Background: an optimization exercise with open tools, aiming at a short achievable clock period and few clock cycles. Do not read the settings as production practice. Power is estimated from default activity; no workload was simulated.

Setup of JK:
==> flow/design.v (excerpt) <==
module cpu_pipeline (
    input clk,           
    input rst_n,         
    output [31:0] imem_addr,     
    input  [31:0] imem_rdata,    
    output [31:0] dmem_addr,     
    output [31:0] dmem_wdata,    
    output        dmem_we,       
    input  [31:0] dmem_rdata     
);
For scale: about 10000 cells after synthesis, about 2400 flip-flops, ~160 I/O pins, roughly 120000 µm² of cells after synthesis.
==> flow/config.mk <==
export PLATFORM = sky130hd
export DESIGN_NAME = cpu_pipeline
export DESIGN_NICKNAME = cpu_pipeline
export VERILOG_FILES = /design/flow/design.v
export SDC_FILE = /design/flow/constraint.sdc
export NUM_CORES = 8
export LEC_CHECK = 0
export CAP_MARGIN = 40
export CORE_MARGIN = 2
export CORE_UTILIZATION = 40
export CTS_CLUSTER_DIAMETER = 100
export CTS_CLUSTER_SIZE = 20
export PLACE_DENSITY = 0.6
export SETUP_SLACK_MARGIN = 5
export SLEW_MARGIN = 40
==> flow/constraint.sdc <==
create_clock -name core_clock -period 13.0 [get_ports {clk}]
set_input_delay 2.6000 -clock core_clock [delete_from_list [all_inputs] [get_ports {clk}]]
set_output_delay 2.6000 -clock core_clock [all_outputs]
set_load 0.01 [all_outputs]
standard.sh (not shown) runs the stock make flow with config.mk's settings and CLKGATE_MAP_FILE= SYNTH_SCRIPT=/design/flow/synth_recipe.tcl, a recipe that flattens the netlist after the stock synthesis.
==> flow/flow/run.sh <==
#!/bin/bash
# Layout flow: the standard flow (standard.sh: ORFS with the standard
# synthesis), with two changes to how the layout is made; the constraints
# (constraint.sdc) are unchanged:
#  - timing repair aims at a larger setup slack margin, so that it works
#    towards the period the design can reach rather than the design's 13 ns;
#  - after global placement, flow/outbuf.tcl moves each output port's buffer
#    next to the register that feeds it (detailed placement legalizes it).
# Each tool's log is in orfs/logs/; make's own output is in flow_make.log.
set -euo pipefail
MARGIN=${MARGIN:-9}
sed -e "s|SETUP_SLACK_MARGIN=[-0-9.]*|SETUP_SLACK_MARGIN=$MARGIN POST_GLOBAL_PLACE_TCL=$PWD/flow/outbuf.tcl|" standard.sh > standard_margin.sh
grep -q "SETUP_SLACK_MARGIN=$MARGIN" standard_margin.sh
bash standard_margin.sh finish > flow_make.log 2>&1
==> flow/flow/outbuf.tcl <==
# Move the buffer of each output port, and any inverter or buffer between
# it and the register that feeds it, next to that register, so that the
# buffer, not the register, drives the wire to the pin. Detailed placement
# legalizes the moved cells afterwards.
proc outbuf_driver {inst} {
  foreach it [$inst getITerms] {
    if {[$it isInputSignal] && [$it getNet] != "NULL"} {
      foreach jt [[$it getNet] getITerms] {
        if {[$jt isOutputSignal]} { return [$jt getInst] }
      }
    }
  }
  return ""
}
proc outbuf_is_single {inst} {
  set n 0
  foreach it [$inst getITerms] {
    if {[$it isInputSignal] && [$it getNet] != "NULL"} { incr n }
  }
  set m [[$inst getMaster] getName]
  return [expr {$n == 1 && [regexp {__(inv|buf|clkbuf|clkinv)_} $m]}]
}
set block [ord::get_db_block]
set moved 0
foreach bterm [$block getBTerms] {
  if {[$bterm getIoType] != "OUTPUT"} { continue }
  set net [$bterm getNet]
  if {$net == "NULL"} { continue }
  set buf ""
  foreach it [$net getITerms] {
    if {[$it isOutputSignal]} { set buf [$it getInst] }
  }
  if {$buf == ""} { continue }
  set chain [list $buf]
  set src [outbuf_driver $buf]
  while {$src != "" && [outbuf_is_single $src] && [llength $chain] < 4} {
    lappend chain $src
    set src [outbuf_driver $src]
  }
  if {$src == ""} { continue }
  set loc [$src getLocation]
  foreach c $chain {
    $c setLocation [lindex $loc 0] [lindex $loc 1]
    incr moved
  }
}
puts "outbuf: moved $moved cells next to the registers that drive the outputs"
Per the final summary, JK finished and its layout is clean on timing, DRC and antenna.
Modified inputs, MS compared to JK
-- flow/design.v --
<<< JK, line 420
);
wire        d_call;
reg         d_rs_m, d_rs_w, d_rt_m, d_rt_w;
wire [31:0] ras   = (d_valid & d_call) ? d_pc4 : ra;
wire        f_j   = (imem_rdata[31:27] == 5'b00001);
wire        f_jr  = (imem_rdata[31:26] == 6'h00) & ~imem_rdata[5] & imem_rdata[3] & ~imem_rdata[0];
wire [31:0] f_jt  = {f_pc4[31:28], imem_rdata[25:0], 2'b00};
wire        f_sel_j  = f_j;
wire        f_sel_jr = ~f_j & f_jr;
wire        f_sel_bt = ~f_j & ~f_jr & f_pt;
wire        f_sel_p4 = ~f_j & ~f_jr & ~f_pt;
wire [31:0] f_btgt   = {pcx[31:14], f_ptgt, 2'b00};
wire [31:0] f_npc = ({32{f_sel_j}}  & f_jt)   | ({32{f_sel_jr}} & ras) |
                    ({32{f_sel_bt}} & f_btgt) | ({32{f_sel_p4}} & f_pc4);
wire        f_ptk = f_j | f_jr | f_pt;
assign imem_addr = {~pc[31], pc[30:0]};
wire f_uses_rs, f_uses_rt, f_br, f_ctl;
Control C0 (
    .ir     (imem_rdata),
>>> MS, line 420
);
wire        d_call;
reg         d_callr;
wire [31:0] ras   = (d_valid & d_callr) ? d_pc4 : ra;
wire        f_j   = (imem_rdata[31:27] == 5'b00001);
wire        f_jr  = (imem_rdata[31:26] == 6'h00) & ~imem_rdata[5] & imem_rdata[3] & ~imem_rdata[0];
wire [31:0] f_jt  = {f_pc4[31:28], imem_rdata[25:0], 2'b00};
wire [31:0] f_btgt   = {pcx[31:14], f_ptgt, 2'b00};
wire [31:0] f_bpc  = f_pt ? f_btgt : f_pc4;    
wire [31:0] f_npc  = f_j ? f_jt : (f_jr ? ras : f_bpc);
wire        f_ptk = f_j | f_jr | f_pt;
assign imem_addr = {~pc[31], pc[30:0]};
wire f_uses_rs, f_uses_rt, f_br, f_ctl, f_call;
Control C0 (
    .ir     (imem_rdata),
<<< JK, line 442
    .is_lw  (), .is_sw  (), .is_beq (), .is_bne (), .is_blez(), .is_bgtz(), .is_bgez(),
    .is_br  (f_br),
    .is_j   (), .is_jr  (), .is_jalr(), .is_call(),
    .is_ctl (f_ctl)
);
>>> MS, line 438
    .is_lw  (), .is_sw  (), .is_beq (), .is_bne (), .is_blez(), .is_bgtz(), .is_bgez(),
    .is_br  (f_br),
    .is_j   (), .is_jr  (), .is_jalr(), .is_call(f_call),
    .is_ctl (f_ctl)
);
<<< JK, line 507
);
wire [31:0] m_out;
wire [31:0] d_rsv = d_rs_m ? m_out : d_rs_w ? w_res : rf_rs;
wire [31:0] d_rtv = d_rt_m ? m_out : d_rt_w ? w_res : rf_rt;
>>> MS, line 503
);
wire [31:0] m_out;
wire d_rs_m = m_rw && m_dst == d_rs;
wire d_rt_m = m_rw && m_dst == d_rt;
wire d_rs_w = w_rw && w_dst == d_rs;
wire d_rt_w = w_rw && w_dst == d_rt;
wire [31:0] d_rsv = d_rs_m ? m_out : d_rs_w ? w_res : rf_rs;
wire [31:0] d_rtv = d_rt_m ? m_out : d_rt_w ? w_res : rf_rt;
<<< JK, line 579
    end
end
wire [4:0] n_rs = stall ? d_rs : imem_rdata[25:21];
wire [4:0] n_rt = stall ? d_rt : imem_rdata[20:16];
always @(posedge clk) begin
    d_rs_m <= e_rwv & (e_dst == n_rs);
    d_rt_m <= e_rwv & (e_dst == n_rt);
    d_rs_w <= m_rw  & (m_dst == n_rs);
    d_rt_w <= m_rw  & (m_dst == n_rt);
end
always @(posedge clk or negedge rst_n) begin
    if (~rst_n) begin
>>> MS, line 579
    end
end
always @(posedge clk or negedge rst_n) begin
    if (~rst_n) begin
<<< JK, line 600
        d_redb  <= f_br & ~f_ptk & ~f_plx & imem_rdata[15];
        d_rednc <= f_ptk & ~f_ctl;
        d_ir   <= imem_rdata;
        d_rs_oh <= f_rs_oh;
>>> MS, line 592
        d_redb  <= f_br & ~f_ptk & ~f_plx & imem_rdata[15];
        d_rednc <= f_ptk & ~f_ctl;
        d_callr <= f_call;
        d_ir   <= imem_rdata;
        d_rs_oh <= f_rs_oh;
From JK to MS the numbers moved as follows: clock power increased about 2%; clock latency reported for the late side of the worst-skew pair was more or less identical; worst hold slack shrank by 0.011 ns; fill cell total of the finished layout increased by 335 relative to the old numbers; critical path depth grew by 6.
Every stage of the flow completed for MS, and the final layout passed the timing, design-rule and antenna checks.
[MS] global-route usage rose 0.54 points relative to JK
Between JK and MS, final cell count increased.
From JK to MS the numbers moved as follows: wire length of the first global-routing pass up about 3%, total via count after detailed routing rose 2605.
Setup slack in MS is smaller than in JK.
Relative to JK, met3 capacity usage during global routing has decreased by 0.61 points in MS.
MS and JK ended up with nearly the same share of the final layout cell area in sequential cells.
[MS] net switching power of the design fell 3.7% relative to JK
No run of this note included a check of the RTL's function; only the layout flow was run.

afterwards: timing with drivers on the ports:
In the flow no input, the clock included, has a driving cell. The finished layouts below were timed again as built, in two steps.
Step 1 sets driving cells, clkbuf_16 on the clock port and buf_2 on the other inputs (assumed; they add their load-dependent delay and slew).
Step 2 times the ports against the registers' clock, not the clock port: input delays grow and output delays shrink by t, the midpoint of the rising clock arrivals with the driver on.
a / b / c = no drivers / after step 1 / after step 2; a / b = the first two.
run | t (ns) | setup WS [ns] | cell pins on the clock port's net
JK | 0.938 | 8.935 / 8.836 / 8.173 | 1
MS | 0.958 | 8.807 / 8.807 / 8.125 | 1
After both steps setup and hold are still met in every run listed. For JK, which loses most, drivers alone change the setup slack by -0.099 ns; drivers and shift together by -0.762 ns.
